From an optimization exercise on the open Yosys and OpenROAD flow, aimed at small area; shortcuts taken in it are not production practice. The clock input has no modelled driver; a real chip could not lean on it and would need a root buffer or a full tree.

==> v24 <==
Design classifier_top, start of the top module:
module classifier_top (
  input  wire clk,
  input  wire rst_n,
  input  wire signed [3:0]  x_int4,
  input  wire signed [7:0]  w_int8,
  input  wire new_feat,
  input  wire new_class,
  input  wire [2:0] class_id,
  output reg  signed [19:0] acc20,
  output reg  signed [19:0] max_score,
  output reg  [2:0] max_class
);
Settings: LEC_CHECK=0, CAP_MARGIN=20, CORE_MARGIN=2, CORE_UTILIZATION=40, GPL_TIMING_DRIVEN=0, SLEW_MARGIN=20, SYNTH_HIERARCHICAL=1, SYNTH_MINIMUM_KEEP_SIZE=0; clock period 6.5 ns.
standard.sh (not shown) runs the stock make flow with config.mk's settings and CLKGATE_MAP_FILE= SYNTH_SCRIPT=/design/flow/synth_recipe.tcl, a recipe that flattens the netlist after the stock synthesis.
==> flow/flow/run.sh <==
#!/bin/bash
# The standard layout (standard.sh) with two changes to how the layout is made:
#  - the port buffers that buffer_ports inserts are sky130_fd_sc_hd__buf_1;
#  - clock tree synthesis inserts no dummy loads;
#  - after the standard synthesis (run unchanged), combinational cells that synthesis
#    upsized are set back to their smallest drive strength (downsize.tcl); the floorplan's
#    timing repair and the later repair steps upsize again wherever timing needs it.
# Each tool's output goes to its own log file here.
set -euo pipefail
export BUFFER_PORTS_ARGS="-buffer_cell sky130_fd_sc_hd__buf_1"
export CTS_ARGS="-sink_clustering_enable -repair_clock_nets -dont_use_dummy_load"
bash standard.sh synth > synth.log 2>&1
export RESULTS=orfs/results/sky130hd/classifier_top/base
openroad -no_init -exit flow/downsize.tcl > downsize.log 2>&1
bash standard.sh finish > standard_flow.log 2>&1
==> flow/flow/downsize.tcl <==
# Set every combinational cell of the synthesized netlist to its smallest-area variant of
# the same function (e.g. nor2b_4 -> nor2b_1). Registers, buffers and tie cells are kept.
set results $::env(RESULTS)
read_db $results/1_synth.odb
read_liberty $::env(FLOW_HOME)/platforms/sky130hd/lib/sky130_fd_sc_hd__tt_025C_1v80.lib
set db [ord::get_db]
set block [[$db getChip] getBlock]
set n 0
foreach inst [$block getInsts] {
  set m [[$inst getMaster] getName]
  if {![regexp {^sky130_fd_sc_hd__([a-z0-9]+)_([0-9]+)$} $m -> base size]} { continue }
  if {[regexp {^(df|edf|sdf|dl|buf|clkbuf|clkdly|dlygate|dlymetal|conb|tap|fill|decap|diode|lpflow|probe)} $base]} { continue }
  set best $m
  set best_area [[$inst getMaster] getWidth]
  foreach s {0 1 2} {
    set cand "sky130_fd_sc_hd__${base}_$s"
    set cm [$db findMaster $cand]
    if {$cm == "NULL" || $cand == $m} { continue }
    if {[get_lib_cells -quiet $cand] == ""} { continue }
    if {[$cm getWidth] < $best_area} {
      set best $cand
      set best_area [$cm getWidth]
    }
  }
  if {$best != $m} {
    puts "[$inst getName]: $m -> $best"
    replace_cell [$inst getName] $best
    incr n
  }
}
puts "downsized $n cells"
write_db $results/1_synth.odb
==> v1 (differences from v24) <==
==> flow/flow/run.sh (replaced) <==
#!/bin/bash
# The standard layout (standard.sh) with these changes to how the layout is made:
#  - the port buffers that buffer_ports inserts are sky130_fd_sc_hd__buf_1;
#  - clock tree synthesis inserts no dummy loads, and its tree (a root buffer and leaf
#    buffers) is then reduced to 3 leaf buffers (collapse.tcl), each register still clocked
#    through the root and one leaf;
#  - after the standard synthesis (run unchanged), combinational cells that synthesis
#    upsized are set back to their smallest drive strength (downsize.tcl); the floorplan's
#    timing repair and the later repair steps upsize again wherever timing needs it.
# Each tool's output goes to its own log file here.
set -euo pipefail
export BUFFER_PORTS_ARGS="-buffer_cell sky130_fd_sc_hd__buf_1"
export CTS_ARGS="-sink_clustering_enable -repair_clock_nets -dont_use_dummy_load"
export POST_CTS_TCL=$PWD/flow/collapse.tcl CLK_KEEP=3
export CLK_LEAF_CELL=sky130_fd_sc_hd__clkbuf_8 CLK_ROOT_CELL=sky130_fd_sc_hd__clkbuf_2
bash standard.sh synth > synth.log 2>&1
export RESULTS=orfs/results/sky130hd/classifier_top/base
openroad -no_init -exit flow/downsize.tcl > downsize.log 2>&1
bash standard.sh finish > standard_flow.log 2>&1
==> flow/flow/collapse.tcl (new file) <==
# Reduce the clock tree that clock_tree_synthesis built (a root buffer feeding leaf buffers)
# to $::env(CLK_KEEP) leaf buffers: the sinks of every other leaf move to the nearest kept
# leaf. Kept leaves become $::env(CLK_LEAF_CELL), the root $::env(CLK_ROOT_CELL). The clock
# still reaches every register through buffers, all at the same depth.
set block [ord::get_db_block]
set clk_net [$block findNet clk]
set roots {}
foreach it [$clk_net getITerms] {
  if {[$it isInputSignal]} { lappend roots [$it getInst] }
}
proc inst_xy {inst} {
  set b [$inst getBBox]
  return [list [expr {([$b xMin] + [$b xMax]) / 2}] [expr {([$b yMin] + [$b yMax]) / 2}]]
}
if {[llength $roots] != 1} {
  puts "collapse: clock port feeds [llength $roots] cells; left as is"
} else {
  set root [lindex $roots 0]
  set n0 [[$root findITerm X] getNet]
  set leaves {}
  foreach it [$n0 getITerms] {
    if {[$it isInputSignal] && [string match *clkbuf* [[[$it getInst] getMaster] getName]]} {
      lappend leaves [$it getInst]
    }
  }
  set keep [expr {min($::env(CLK_KEEP), [llength $leaves])}]
  # keep the leaves farthest apart: greedy, starting from the first
  set kept [list [lindex $leaves 0]]
  while {[llength $kept] < $keep} {
    set bestl ""; set bestd -1
    foreach l $leaves {
      if {[lsearch -exact $kept $l] >= 0} { continue }
      lassign [inst_xy $l] x y
      set dmin 1e30
      foreach k $kept { lassign [inst_xy $k] kx ky; set d [expr {abs($x-$kx)+abs($y-$ky)}]; if {$d < $dmin} { set dmin $d } }
      if {$dmin > $bestd} { set bestd $dmin; set bestl $l }
    }
    lappend kept $bestl
  }
  set moved 0
  foreach l $leaves {
    if {[lsearch -exact $kept $l] >= 0} { continue }
    set n1 [[$l findITerm X] getNet]
    foreach s [$n1 getITerms] {
      if {![$s isInputSignal]} { continue }
      lassign [inst_xy [$s getInst]] x y
      set best ""; set bd 1e30
      foreach k $kept { lassign [inst_xy $k] kx ky; set d [expr {abs($x-$kx)+abs($y-$ky)}]; if {$d < $bd} { set bd $d; set best $k } }
      $s disconnect
      $s connect [[$best findITerm X] getNet]
      incr moved
    }
    [$l findITerm A] disconnect
    [$l findITerm X] disconnect
    odb::dbInst_destroy $l
    odb::dbNet_destroy $n1
  }
  foreach k $kept { replace_cell [$k getName] $::env(CLK_LEAF_CELL) }
  replace_cell [$root getName] $::env(CLK_ROOT_CELL)
  puts "collapse: kept [llength $kept] of [llength $leaves] leaves, moved $moved sinks"
}
==> impl_metrics.json <==
{
  "status": "timing/DRC/antenna clean",
  "cp.arrival_ns": 6.21,
  "clk_latency_ns": 0.37,
  "wl_met1_mm": 2.62,
  "n_clock_buffer": 4,
  "powerDensity_nw_per_um2": 454,
  "max_clock_freq_mhz": 167,
  "multi_input_area_share": 0.520,
  "grt_pass1_wl_mm": 9.34,
  "whs_ns": 0.513,
  "p_comb_mw": 0.876,
  "route.met2.wl_mm": 2.84,
  "p_sw_mw": 0.677
}
(the above is from v1)
==> impl_metrics.json <==
{
  "p_sw_mw": 0.688,
  "whs_ns": 0.503,
  "clk_latency_ns": 0.29,
  "multi_input_area_share": 0.518,
  "n_clock_buffer": 5,
  "grt_pass1_wl_mm": 9.34,
  "p_comb_mw": 0.889,
  "wl_met1_mm": 2.62,
  "route.met2.wl_mm": 2.89,
  "powerDensity_nw_per_um2": 462,
  "rr_worst_depth": 23,
  "status": "timing/DRC/antenna clean"
}
(the above is from v24)
Function was not checked in any run of this note: the RTL went through the layout flow alone.

-- port drivers added, routing unchanged --
Ports are ideal in the flow. The routed layouts listed here were re-timed in OpenROAD.
Step 1, drivers: a clkbuf_16 drives clk and a buf_2 each remaining input, both assumed.
Step 2 times the ports against the registers' clock, not the clock port: input delays grow and output delays shrink by t, the midpoint of the rising clock arrivals with the driver on.
Three values: no drivers, after step 1, after step 2; two values: the first two.
run | shift t [ns] | setup slack, ns | hold WS [ns]
v24 | 0.315 | 0.461 / 0.462 / 0.147 | 0.503 / 0.503 / 0.503
v1 | 0.380 | 0.514 / 0.514 / 0.134 | 0.513 / 0.513 / 0.513
After both steps every run listed still meets setup and hold. For v1, which loses most, drivers alone change the setup slack by 0.000 ns; drivers and shift together by -0.380 ns.
